Background: an optimization exercise with open tools, aiming at small area. Do not read the settings as production practice.
At most, simulation tests tie the RTL to the original design; equivalence was not proved.
Power is estimated from default activity; no workload was simulated.

== job 254 ==
Design top, start of the top module:
module top(input clk, por, reset, start_stop, mode, edit_shift, inc,
           output reg buzzer, output [0:6] seg, output [3:0] digit, output [4:0] mode_value);
export LEC_CHECK = 0
export CAP_MARGIN = 20
export CORE_MARGIN = 2
export CORE_UTILIZATION = 40
export SLEW_MARGIN = 20
create_clock -name core_clock -period 10.0 [get_ports {clk}]
standard.sh (not shown) runs the stock make flow with config.mk's settings and CLKGATE_MAP_FILE= SYNTH_SCRIPT=/design/flow/synth_recipe.tcl, a recipe that flattens the netlist after the stock synthesis.
==> flow/flow/run.sh <==
#!/bin/bash
# Own layout flow: the standard flow (standard.sh) with
#  - an area-oriented ABC script for the combinational logic in synthesis, and adders left
#    to ABC instead of ORFS's adder cell mapping (same Yosys synthesis otherwise: -nofsm
#    -noshare, flatten, renames; registers untouched),
#  - the smallest buffer cell for the port buffers,
#  - a clock tree without dummy loads, from smaller clock buffers,
# Every tool's output goes to the ORFS logs under orfs/logs/, make's output to flow.log.
set -euo pipefail
W=$(pwd)
CTS="-sink_clustering_enable -repair_clock_nets -dont_use_dummy_load $(cat flow/cts_args)"
{
  printf 'proc abc {args} { set i [lsearch $args -script]; if {$i >= 0} { lset args [expr {$i+1}] %s }; yosys abc {*}$args }\n' "$W/flow/abc_area.script"
  cat synth_recipe.tcl
} > my_synth.tcl
sed -e "s|SYNTH_SCRIPT=[^ ]*|SYNTH_SCRIPT=$W/my_synth.tcl|" \
    -e "s|\"\${@:-finish}\"|ADDER_MAP_FILE= \"BUFFER_PORTS_ARGS=-buffer_cell sky130_fd_sc_hd__buf_1\" \"CTS_ARGS=$CTS\" \"\${@:-finish}\"|" \
    standard.sh > my_standard.sh
bash my_standard.sh > flow.log 2>&1
==> flow/flow/abc_area.script <==
strash
balance -l
resub -K 6 -l
rewrite -l
resub -K 6 -N 2 -l
refactor -l
resub -K 8 -l
balance -l
resub -K 8 -N 2 -l
rewrite -l
resub -K 10 -l
rewrite -z -l
resub -K 10 -N 2 -l
balance -l
resub -K 12 -l
refactor -z -l
resub -K 12 -N 2 -l
rewrite -z -l
balance -l
dch -f
amap
strash
&get -n
&deepsyn -T 30
&put
dch -f
amap -F 2 -A 8
topo
==> flow/flow/cts_args <==
-buf_list sky130_fd_sc_hd__clkbuf_8 -sink_clustering_size 100 -sink_clustering_max_diameter 500
Edits applied to the flow inputs when going from job 254 to job 1026:
--- a/flow/design.v
+++ b/flow/design.v
@@ -97,21 +97,21 @@
     end else
         c25 <= c25 + 5'd1;
 end
 wire tick    = sclk & ~half & (c25 == 5'd0);    
 wire tick_49 = sclk & half & c25_end;           
 wire lt15 = scount < 5'd15;
 wire s15  = scount == 5'd15;
 wire s16  = scount == 5'd16;
 wire gt15 = ~lt15 & ~s15;
 wire ge15 = ~lt15;
-wire [4:0] sc_inc = scount + {4'd0, ~(scount[4] & scount[3])};    
+wire [4:0] sc_inc = scount + {4'd0, ~&scount};
 wire R = reset, M = mode, E = edit_shift, I = inc, S = start_stop;
 wire al = alarm_state, tm = tm_state, sw = sw_state;
 wire trig = trigger;
 wire [1:0] ep = edit_place;
 wire ep0 = ep == 2'd0, ep1 = ep == 2'd1;
 wire c_AS  = st0 & ~M & al & S;
 wire c_I   = st0 & ~M & ~(al & S) & I;
 wire c_rel = st0 & ~M & ~(al & S) & ~I;
 wire e_R   = st1 & R;
 wire e_M   = st1 & ~R & M;
@@ -140,29 +140,34 @@
 wire a_E   = st4 & ~M & ~S & ~al & ~I & E;
 wire a_rel = st4 & ~M & ~S & ~(~al & (I | E));
 wire any_M = st0 & M | e_M | t_M | w_M | a_M;
 wire step  = c_rel | e_rel | t_rel | w_rel | a_rel;         
 wire idle  = step | st2 & tm & ~S | st3 & sw & ~S;          
 wire sec_z   = seconds == 6'd0;
 wire sec_59  = seconds == 6'd59;
 wire sec_lt59 = seconds < 6'd59;
 wire min_z   = minutes == 6'd0;
 wire min_lt59 = minutes < 6'd59;
-wire [5:0] sec_up = sec_lt59 ? seconds + 6'd1 : 6'd0;
-wire [5:0] sec_dn = sec_z ? 6'd59 : seconds - 6'd1;
+wire use_hr  = st1 & ep[0] | st4 & ep1;
+wire use_min = st1 & ~ep[0] | st2 & (tm ? sec_z : ep1) | st3 & ~sec_lt59 | st4 & ep0;
+wire dn = st2 & tm;
+wire [5:0] opnd = use_min ? minutes : use_hr ? {1'b0, hours} : seconds;
+wire [5:0] pm1 = opnd + {{5{dn}}, 1'b1};
+wire [5:0] sec_up = sec_lt59 ? pm1 : 6'd0;
+wire [5:0] sec_dn = sec_z ? 6'd59 : pm1;
 wire c1 = st1 & ep[1];         
 wire min_lt = c1 ? (minutes < 6'd12) : st2 ? (minutes < 6'd60) : min_lt59;
-wire [5:0] min_up = min_lt ? minutes + 6'd1 : {5'd0, c1};
-wire [5:0] min_dn = minutes - 6'd1;
+wire [5:0] min_up = min_lt ? pm1 : {5'd0, c1};
+wire [5:0] min_dn = pm1;
 wire [4:0] mlen = {4'b1111, month_temp[0] ^ month_temp[3]};    
 wire hr_lt = c1 ? ((minutes == 6'd2) ? (hours < 5'd28) : (hours < mlen)) : (hours < 5'd23);
-wire [4:0] hr_up = hr_lt ? hours + 5'd1 : {4'd0, c1};
+wire [4:0] hr_up = hr_lt ? pm1[4:0] : {4'd0, c1};
 wire t_keep = t_R & gt15 | t_I & gt15 | t_run & min_z & sec_z;
 wire w_keep = w_R & gt15 | w_run & ~min_lt59 & sec_59;
 wire m_up  = e_I & s15 & ~ep[0] | t_I & s15 & ep1 | w_run & min_lt59 & ~sec_lt59 | a_I & s15 & ep0;
 wire m_dn  = t_run & ~min_z & sec_z;
 wire m_c   = e_R & s15 | t_R & s15 | w_R & s15 |
              trig & (st2 & ~t_keep & ~m_up & ~m_dn | st3 & ~w_keep & ~m_up);
 wire m_al  = c_AS & ge15 | trig & st4 & ~m_up;
 wire m_mo  = c_I & ge15 | e_rel & ep[1];
 wire m_mt  = c_rel | e_rel & ~ep[1];
 wire m_keep = ~(m_up | m_dn | m_c | m_al | m_mo | m_mt);
[summary]
Delta (job 1026 minus job 254): post-detailed-routing wire length went down by about 3.3%; total area of multi-input combinational cells moved up; number of unique standard cell types used by synthesis rose 7.
Delta(via count, job 1026 - job 254) < 0
Job 1026 ends up with a maximum frequency that is about 4.3% lower than in job 254.
Relative to job 254, the combined buffer and inverter count along the critical path of job 1026 is higher by 2.
| worst reg-to-reg path cell count | lower: job 254 |
Summary of job 1026 over job 254: fraction of standard cell area that is sequential went up by 0.24 points; cell count after synthesis now sits lower; global-route wire length before repair lost 550 um.
Total stage count of the critical path: lower on job 254
The clock transition at the register clock pins on the worst setup and hold paths after CTS number comes out higher for job 254 vs job 1026.

---

top with an RTL version that a note above also has.
Size in the first run: about 780 cells after synthesis, about 94 flip-flops, about 24 I/O pins, about 5800 um^2 of cells after synthesis.
export LEC_CHECK = 0
export CAP_MARGIN = 20
export CORE_MARGIN = 2
export CORE_UTILIZATION = 40
export SLEW_MARGIN = 20
create_clock -name core_clock -period 10.0 [get_ports {clk}]
==> flow/flow/run.sh <==
#!/bin/bash
# Own layout flow: the standard flow (standard.sh) with
#  - an area-oriented ABC script for the combinational logic in synthesis
#    (same Yosys synthesis otherwise: -nofsm -noshare, flatten, renames; registers untouched),
#  - the smallest buffer cell for the port buffers,
#  - a clock tree without dummy loads, from smaller clock buffers,
# Every tool's output goes to the ORFS logs under orfs/logs/, make's output to flow.log.
set -euo pipefail
W=$(pwd)
CTS="-sink_clustering_enable -repair_clock_nets -dont_use_dummy_load $(cat flow/cts_args)"
{
  printf 'proc abc {args} { set i [lsearch $args -script]; if {$i >= 0} { lset args [expr {$i+1}] %s }; yosys abc {*}$args }\n' "$W/flow/abc_area.script"
  cat synth_recipe.tcl
} > my_synth.tcl
sed -e "s|SYNTH_SCRIPT=[^ ]*|SYNTH_SCRIPT=$W/my_synth.tcl|" \
    -e "s|\"\${@:-finish}\"|\"BUFFER_PORTS_ARGS=-buffer_cell sky130_fd_sc_hd__buf_1\" \"CTS_ARGS=$CTS\" \"\${@:-finish}\"|" \
    standard.sh > my_standard.sh
bash my_standard.sh > flow.log 2>&1
==> flow/flow/abc_area.script <==
strash
dch -f
amap
strash
&get -n
&deepsyn -T 20
&put
dch -f
amap
topo
Scripts as last shown in full above: flow/flow/cts_args
==> next run, changes <==
--- a/flow/design.v
+++ b/flow/design.v
@@ -138,38 +138,33 @@
 wire a_S   = st4 & ~M & S;
 wire a_I   = st4 & ~M & ~S & ~al & I;
 wire a_E   = st4 & ~M & ~S & ~al & ~I & E;
 wire a_rel = st4 & ~M & ~S & ~(~al & (I | E));
 wire any_M = st0 & M | e_M | t_M | w_M | a_M;
 wire step  = c_rel | e_rel | t_rel | w_rel | a_rel;         
 wire idle  = step | st2 & tm & ~S | st3 & sw & ~S;          
 wire sec_z   = seconds == 6'd0;
 wire sec_59  = seconds == 6'd59;
 wire sec_lt59 = seconds < 6'd59;
 wire min_z   = minutes == 6'd0;
 wire min_lt59 = minutes < 6'd59;
-wire use_hr  = st1 & ep[0] | st4 & ep1;
-wire use_min = st1 & ~ep[0] | st2 & (tm ? sec_z : ep1) | st3 & ~sec_lt59 | st4 & ep0;
-wire dn = st2 & tm;
-wire [5:0] opnd = use_min ? minutes : use_hr ? {1'b0, hours} : seconds;
-wire [5:0] pm1 = opnd + {{5{dn}}, 1'b1};
-wire [5:0] sec_up = sec_lt59 ? pm1 : 6'd0;
-wire [5:0] sec_dn = sec_z ? 6'd59 : pm1;
+wire [5:0] sec_up = sec_lt59 ? seconds + 6'd1 : 6'd0;
+wire [5:0] sec_dn = sec_z ? 6'd59 : seconds - 6'd1;
 wire c1 = st1 & ep[1];         
 wire min_lt = c1 ? (minutes < 6'd12) : st2 ? (minutes < 6'd60) : min_lt59;
-wire [5:0] min_up = min_lt ? pm1 : {5'd0, c1};
-wire [5:0] min_dn = pm1;
+wire [5:0] min_up = min_lt ? minutes + 6'd1 : {5'd0, c1};
+wire [5:0] min_dn = minutes - 6'd1;
 wire [4:0] mlen = {4'b1111, month_temp[0] ^ month_temp[3]};    
 wire hr_lt = c1 ? ((minutes == 6'd2) ? (hours < 5'd28) : (hours < mlen)) : (hours < 5'd23);
-wire [4:0] hr_up = hr_lt ? pm1[4:0] : {4'd0, c1};
+wire [4:0] hr_up = hr_lt ? hours + 5'd1 : {4'd0, c1};
 wire t_keep = t_R & gt15 | t_I & gt15 | t_run & min_z & sec_z;
 wire w_keep = w_R & gt15 | w_run & ~min_lt59 & sec_59;
 wire m_up  = e_I & s15 & ~ep[0] | t_I & s15 & ep1 | w_run & min_lt59 & ~sec_lt59 | a_I & s15 & ep0;
 wire m_dn  = t_run & ~min_z & sec_z;
 wire m_c   = e_R & s15 | t_R & s15 | w_R & s15 |
              trig & (st2 & ~t_keep & ~m_up & ~m_dn | st3 & ~w_keep & ~m_up);
 wire m_al  = c_AS & ge15 | trig & st4 & ~m_up;
 wire m_mo  = c_I & ge15 | e_rel & ep[1];
 wire m_mt  = c_rel | e_rel & ~ep[1];
 wire m_keep = ~(m_up | m_dn | m_c | m_al | m_mo | m_mt);
 wire [5:0] minutes_nxt = {6{m_keep}} & minutes | {6{m_up}} & min_up | {6{m_dn}} & min_dn |
                          {6{m_c}} & {5'd0, c1} | {6{m_al}} & al_minutes |
- final area goes up by 0.44%
- clock skew barely changes
- area after synthesis is higher by 0.39%
- register-to-register slack gets better by 0.52 ns
- setup slack loses 0.27 ns
- count of clock-buffer cells in the layout is unchanged
- die area rises by 0.38%
- clock power rises by about 2%
- global-route usage goes down by 2.8 points
- routed wire length went down by 5.9%
- total power went up by 2.1%
Only the layout flow was run in the second run of this note; the RTL was not checked for function there.

[port drivers added, routing unchanged]
How much do the figures lean on ideal ports? The routed layouts below were timed once more, with nothing changed but the port constraints.
Step 1: set_driving_cell puts a clkbuf_16 on clk and a buf_2 on each other input, an assumption about the parent block.
Step 2 also shifts input and output timing later by t, the mid clock arrival at the registers, as if the neighbouring blocks saw the same clock.
Three values: ideal ports, drivers, drivers and shift; two values: the first two.
run	t, ns	setup slack, ns	latest minus earliest clock arrival (ns)
job 254	0.409	4.044 / 4.020 / 4.020	0.021 / 0.022
job 1026	0.401	3.774 / 3.753 / 3.753	0.021 / 0.021
the first run of note 2	0.403	3.725 / 3.706 / 3.706	0.020 / 0.020
the second run of note 2	0.415	3.452 / 3.465 / 3.050	0.019 / 0.020
After both steps every run listed still meets setup and hold. For the second run of note 2, which loses most, drivers alone change the setup slack by +0.013 ns; drivers and shift together by -0.402 ns.
